Context: an optimization exercise on an open-source flow, tuned for small area and a short achievable clock period. The choices shown serve that exercise and are no tape-out recipe.
In this exercise RTL edits were held to simulation tests only and were not proved equivalent to the original.
Power and IR drop assume default switching activity.

==> design/flow/design.v <==
module fir_15 #
  (
    parameter integer C_S00_AXIS_TDATA_WIDTH  = 32,
    parameter integer C_M00_AXIS_TDATA_WIDTH  = 32
  )
  (
  input wire  s00_axis_aclk, s00_axis_aresetn,
  input wire  s00_axis_tlast, s00_axis_tvalid,
  input wire [C_S00_AXIS_TDATA_WIDTH-1 : 0] s00_axis_tdata,
  input wire [(C_S00_AXIS_TDATA_WIDTH/8)-1: 0] s00_axis_tstrb,
  output logic  s00_axis_tready,
  input wire  m00_axis_tready,
  output logic  m00_axis_tvalid, m00_axis_tlast,
  output logic [C_M00_AXIS_TDATA_WIDTH-1 : 0] m00_axis_tdata,
  output logic [(C_M00_AXIS_TDATA_WIDTH/8)-1: 0] m00_axis_tstrb
  );
  localparam NUM_COEFFS = 15;
  logic signed [NUM_COEFFS-1 : 0][7:0] coeffs;
  logic signed [NUM_COEFFS - 1:0][C_S00_AXIS_TDATA_WIDTH - 1:0] intmdt_term;
  logic [NUM_COEFFS - 1:0] m00_axis_tvalid_reg;
  logic [NUM_COEFFS - 1:0] m00_axis_tlast_reg;
  logic [NUM_COEFFS - 1:0][(C_S00_AXIS_TDATA_WIDTH/8)-1: 0] m00_axis_tstrb_reg;
  assign s00_axis_tready = m00_axis_tready;
  assign m00_axis_tvalid = m00_axis_tvalid_reg[NUM_COEFFS-1];
  assign m00_axis_tlast = m00_axis_tlast_reg[NUM_COEFFS-1];
  assign m00_axis_tstrb = m00_axis_tstrb_reg[NUM_COEFFS-1];
  assign m00_axis_tdata = intmdt_term[NUM_COEFFS-1];
  assign coeffs[0] = -8'sd2;
  assign coeffs[1] = -8'sd3;
  assign coeffs[2] = -8'sd4;
  assign coeffs[3] = 8'sd0;
  assign coeffs[4] = 8'sd9;
  assign coeffs[5] = 8'sd21;
  assign coeffs[6] = 8'sd32;
  assign coeffs[7] = 8'sd36;
  assign coeffs[8] = 8'sd32;
  assign coeffs[9] = 8'sd21;
  assign coeffs[10] = 8'sd9;
  assign coeffs[11] = 8'sd0;
  assign coeffs[12] = -8'sd4;
  assign coeffs[13] = -8'sd3;
  assign coeffs[14] = -8'sd2;
  always_ff @(posedge s00_axis_aclk) begin
    if (s00_axis_aresetn == 0)begin
        m00_axis_tvalid_reg <= 0;
        m00_axis_tlast_reg <= 0;
        m00_axis_tstrb_reg <= 0;
        intmdt_term <= 0;
    end else begin
        for (int i = 0; i < NUM_COEFFS; i++) begin
            if (s00_axis_tvalid) begin
                intmdt_term[i] <= (i > 0 && m00_axis_tready)? $signed(intmdt_term[i-1]) + ($signed(s00_axis_tdata) * $signed(coeffs[i])): (i == 0 && m00_axis_tready)? ($signed(s00_axis_tdata) * $signed(coeffs[i])) : $signed(intmdt_term[i]);
            end else begin
                intmdt_term[i] <= (i > 0 && m00_axis_tready)? $signed(intmdt_term[i-1]) + (0 * $signed(coeffs[i])): (i == 0 && m00_axis_tready)? (0 * $signed(coeffs[i])) :intmdt_term[i];
            end
        end
        if (s00_axis_tvalid) begin
            intmdt_term[NUM_COEFFS-1] <= (m00_axis_tready)? $signed(intmdt_term[NUM_COEFFS-2]) + ($signed(s00_axis_tdata) * $signed(coeffs[NUM_COEFFS-1])): $signed(intmdt_term[NUM_COEFFS-1]);
        end else begin
            intmdt_term[NUM_COEFFS-1] <= (m00_axis_tready)? $signed(intmdt_term[NUM_COEFFS-2]) + (0 * $signed(coeffs[NUM_COEFFS-1])): $signed(intmdt_term[NUM_COEFFS-1]);
        end 
        m00_axis_tvalid_reg <= (m00_axis_tready)? {m00_axis_tvalid_reg[NUM_COEFFS-2:0], s00_axis_tvalid}: m00_axis_tvalid_reg;
        m00_axis_tlast_reg <= (m00_axis_tready)? {m00_axis_tlast_reg[NUM_COEFFS-2:0], s00_axis_tlast}: m00_axis_tlast_reg;
        m00_axis_tstrb_reg <= (m00_axis_tready)? {m00_axis_tstrb_reg[NUM_COEFFS-2:0], s00_axis_tstrb}: m00_axis_tstrb_reg;
    end
  end
endmodule
==> design/flow/run.sh <==
#!/bin/bash
# synth_recipe.tcl (not shown) runs the flow's synth.tcl, then flattens the netlist and writes it again
# the make line also repeats each setting of config.mk as NAME=value (left out here)
make -C /OpenROAD-flow-scripts/flow DESIGN_CONFIG=/design/flow/config.mk WORK_HOME=/design/flow/orfs CLKGATE_MAP_FILE= SYNTH_SCRIPT=/design/flow/synth_recipe.tcl finish
==> design/flow/config.mk <==
export PLATFORM = sky130hd
export DESIGN_NAME = fir_15
export DESIGN_NICKNAME = fir_15
export VERILOG_FILES = /design/flow/design.v
export SDC_FILE = /design/flow/constraint.sdc
export NUM_CORES = 4
export LEC_CHECK = 0
export CAP_MARGIN = 20
export CORE_MARGIN = 2
export CORE_UTILIZATION = 40
export SETUP_SLACK_MARGIN = 0.2
export SLEW_MARGIN = 20
==> design/flow/constraint.sdc <==
create_clock -name core_clock -period 7.5 [get_ports {s00_axis_aclk}]
set_input_delay 1.5000 -clock core_clock [delete_from_list [all_inputs] [get_ports {s00_axis_aclk}]]
set_output_delay 1.5000 -clock core_clock [all_outputs]
set_load 0.01 [all_outputs]
==> run summary <==
-- layer usage --
layer | vias up | share of wire, %
met1 | 20800 | 48
met4 | 4 | 2.7
li1 | 22000 | -
met3 | 243 | 6.0
met2 | 1117 | 43
met5 | - | 0.015
-- worst max-delay path, delay by kind of cell --
family	cells	cell delay, ns
AOI/OAI and AO/OA	11	2.36
adders and majority gates	5	1.55
buffers and inverters	9	1.31
and+or+nand+nor	4	0.58
xor gates and xnor gates	2	0.39
-- cell type report --
cell class,instances,area [µm²],share of cell area [%]
tap,1536,1920,3.42
sequential,568,11400,20.3
multi-input combinational,4635,33700,60.0
timing repair buffer,698,5590,9.96
inverter,297,1130,2.01
clock inverter,34,422,0.751
clock buffer,99,2030,3.62
-- per-stage QoR --
| stage | worst slack, ns | total power [µW] |
|---|---|---|
| finish | 0.345 | 15000 |
| global route | 0.0618 | 16000 |
| CTS | 0.230 | 14900 |
| detailed placement | -0.690 | 11200 |
| global placement | -0.653 | 11100 |
| floorplan | 0.702 | 8340 |
-- worst max-delay path by stage --
stage                                    endpoint         startpoint  slack (ns)  depth (start not counted)
floorplan           intmdt_term[191]$_SDFFE_PN0P_  s00_axis_tdata[3]        0.70                         28
global placement    intmdt_term[319]$_SDFFE_PN0P_  s00_axis_tdata[3]       -0.65                         32
detailed placement  intmdt_term[319]$_SDFFE_PN0P_  s00_axis_tdata[3]       -0.69                         32
CTS                 intmdt_term[319]$_SDFFE_PN0P_  s00_axis_tdata[4]        0.23                         31
global route        intmdt_term[319]$_SDFFE_PN0P_  s00_axis_tdata[6]        0.06                         31
finish              intmdt_term[319]$_SDFFE_PN0P_  s00_axis_tdata[6]        0.34                         31
-- where the power goes --
group / switching (µW) / total [µW] / internal, µW
Clock: 1510 / 3610 / 2100
Sequential: 257 / 3540 / 3290
Combinational: 4150 / 7850 / 3690
Total: 5920 / 15000 / 9080
-- kinds of logic after synthesis --
family | Yosys count | synth area share, %
mux | 375 | 7.96
fa+ha+maj | 626 | 17.2
compound gates | 1824 | 24.5
xor+xnor | 397 | 7.43
buf+inv | 595 | 5.03
flops | 568 | 24.1
simple gates | 1413 | 13.8
-- layout by cell type, fill, tap and decap left out, drive strengths merged, types with 46 or more instances in the layout --
cell	count
o21bai	54
nand2	226
nor2	650
nand2b	56
a31oi	69
mux2i	373
nand3	94
o211ai	46
clkbuf	99
inv	300
a211oi	186
nor2b	67
nor3	92
or3	46
buf	622
o21a	47
a21oi	598
clkdlybuf4s50	73
ha	585
o21ai	364
dfxtp	568
xor2	130
and3	67
a21o	222
xnor2	265
-- timing repair --
item | in CTS | in global routing
setup endpoints to repair | 5 | 16
setup buffers | 1 | 2
pin swaps | 8 | 16
gates resized for setup | 8 | 41
==> impl_metrics.tcl <==
set metrics [dict create \
    syn-cell-area_mm2 0.0472 \
    synthToLayoutAreaGrowth_pct 19.0 \
    ios 80 \
    synth_commonest_cells "nor2_1 (650), a21oi_1 (596), ha_1 (585)" \
    post-route-period-util_pct 95.4 \
    cts_tree "built" \
    place_inst 7731 \
    numCtsBuffers 72 \
    synth_ff_type "dfxtp_1" \
    row_count 126 \
    hold_viol_final 0 \
    grt_pass1_vias 42500 \
    finalCoreUtilization_pct 47.7 \
    grtUsageMet3_pct 2.91 \
    routed_wl_mm 152 \
    power_leakage_uw 0.0268 \
    grt_max_degree 194 \
    stdcell_count 7867 \
    critPathArrivalTime_ns 7.70 \
    dieArea_mm2 0.121 \
    cp-end-kind "register" \
    r2r_end "intmdt_term[351]$_SDFFE_PN0P_" \
    max_freq_mhz 140 \
    crit_fanout 4 \
    ys_warn_count 3 \
    htree_levels 3 \
    cts_root_buf "clkbuf_16" \
    die_x_um 348 \
    synth_edf_count 0 \
    crit_path_max_incr_delay_ns 0.53 \
    dr.pass1.iters 5 \
    whs_endpoint "m00_axis_tvalid_reg[0]$_SDFFE_PN0P_" \
    max_slew_margin_pct 32.5 \
    ant_nets 0 \
    core-area_mm2 0.118 \
    hold_slack_ns 0.467 \
    use_met1_pct 34.7 \
    drc_errors 0 \
    synth_nets 6465 \
    antennaDiodeCount 0 \
    grt_use_met2_pct 38.7 \
    vias 44100 \
    clockBufferDepth 3 \
    clkLatencyLatePin_ns 0.67 \
    largest_reg_flops 478 \
    fillers 11500 \
    synth_most_common_cell "nor2_1" \
    hold_path_depth 2 \
    ys_ff_latch 568 \
    r2r_cells 12 \
    cts.sinks 568 \
    antenna_found_initial 6 \
    start_util_pct 40.1 \
    synth_top_cell_by_area "dfxtp_1" \
    drt-initial-drc-count 3105 \
    drive_gt1_share_pct 13.0 \
    startpoint_type "primary input" \
    postCtsHoldBufs 0 \
    tns_ns 0 \
    syn-instance-count 5798 \
    worstHoldStart "m00_axis_tvalid_reg[0]$_SDFFE_PN0P_" \
    rrSetupSlack_ns 3.43 \
    grt-busiest-layer "met2" \
    synthDominantCellAreaShare_pct 24.1 \
    status "finished clean" \
    min_path_type "reg2reg" \
    finClkSkew_ns 0.0331 \
    hpwlAfterDp_mm 115 \
    drv_cap 0 \
    power.density_mw_per_mm2 267 \
    crit_type "in2reg" \
    cp_slowest_cell "clkdlybuf4s50_1" \
    yosysSeqAreaShare_pct 24.1 \
    async_flop_share_pct 0 \
    post_dp_cell_area_mm2 0.0535 \
    die_h_um 348 \
    place.gp.congestion 0.940 \
    overflow 0 \
    crit_required_ns 8.04 \
    synth_cell_types 85 \
    fin_crit_ns 7.16 \
    yosys-top-cells-area "dfxtp_1 (24%), ha_1 (16%), mux2i_1 (7.9%), a21oi_1 (6.3%), nor2_1 (5.2%)" \
    finalSetupViolCount 0 \
    worstMarginPinSlew_ns 1.01 \
    slew_violations 0 \
    clk_pin_slew_ns 0.06 \
    synth_area_per_cell_um2 8.14 \
    grt_pass1_wl_mm 234 \
    vias_per_cell 5.60 \
    peakVddDrop_mv 0.170 \
    wl_per_cell_um 19.3 \
    final_area_mm2 0.0561 \
    rsz0062_at_grt "true" \
    port_buffers 79 \
    nets 6939 \
    grtUsageTotal_pct 24.5 \
    r2r_start "intmdt_term[291]$_SDFFE_PN0P_" \
]

## afterwards: timing with drivers on the ports
The flow's constraints put no driver on any port. The routed layout listed below was extracted and timed again, unchanged, in two steps. Step 1: set_driving_cell puts a clkbuf_16 on s00_axis_aclk and a buf_2 on each other input, an assumption about the parent block. Step 2 also shifts input and output timing later by t, the mid clock arrival at the registers, as if the neighbouring blocks saw the same clock. a / b / c = ideal ports / drivers / drivers and shift; a / b = the first two.
t (ns): 0.728
slack for setup (ns): 0.345 / 0.392 / -0.337
worst register clock-pin slew, ns: 0.06 / 0.06
With both steps, setup timing fails in this run, where it was met with ideal ports. The setup slack of this run moves by +0.047 ns with the drivers and by -0.682 ns with both steps.
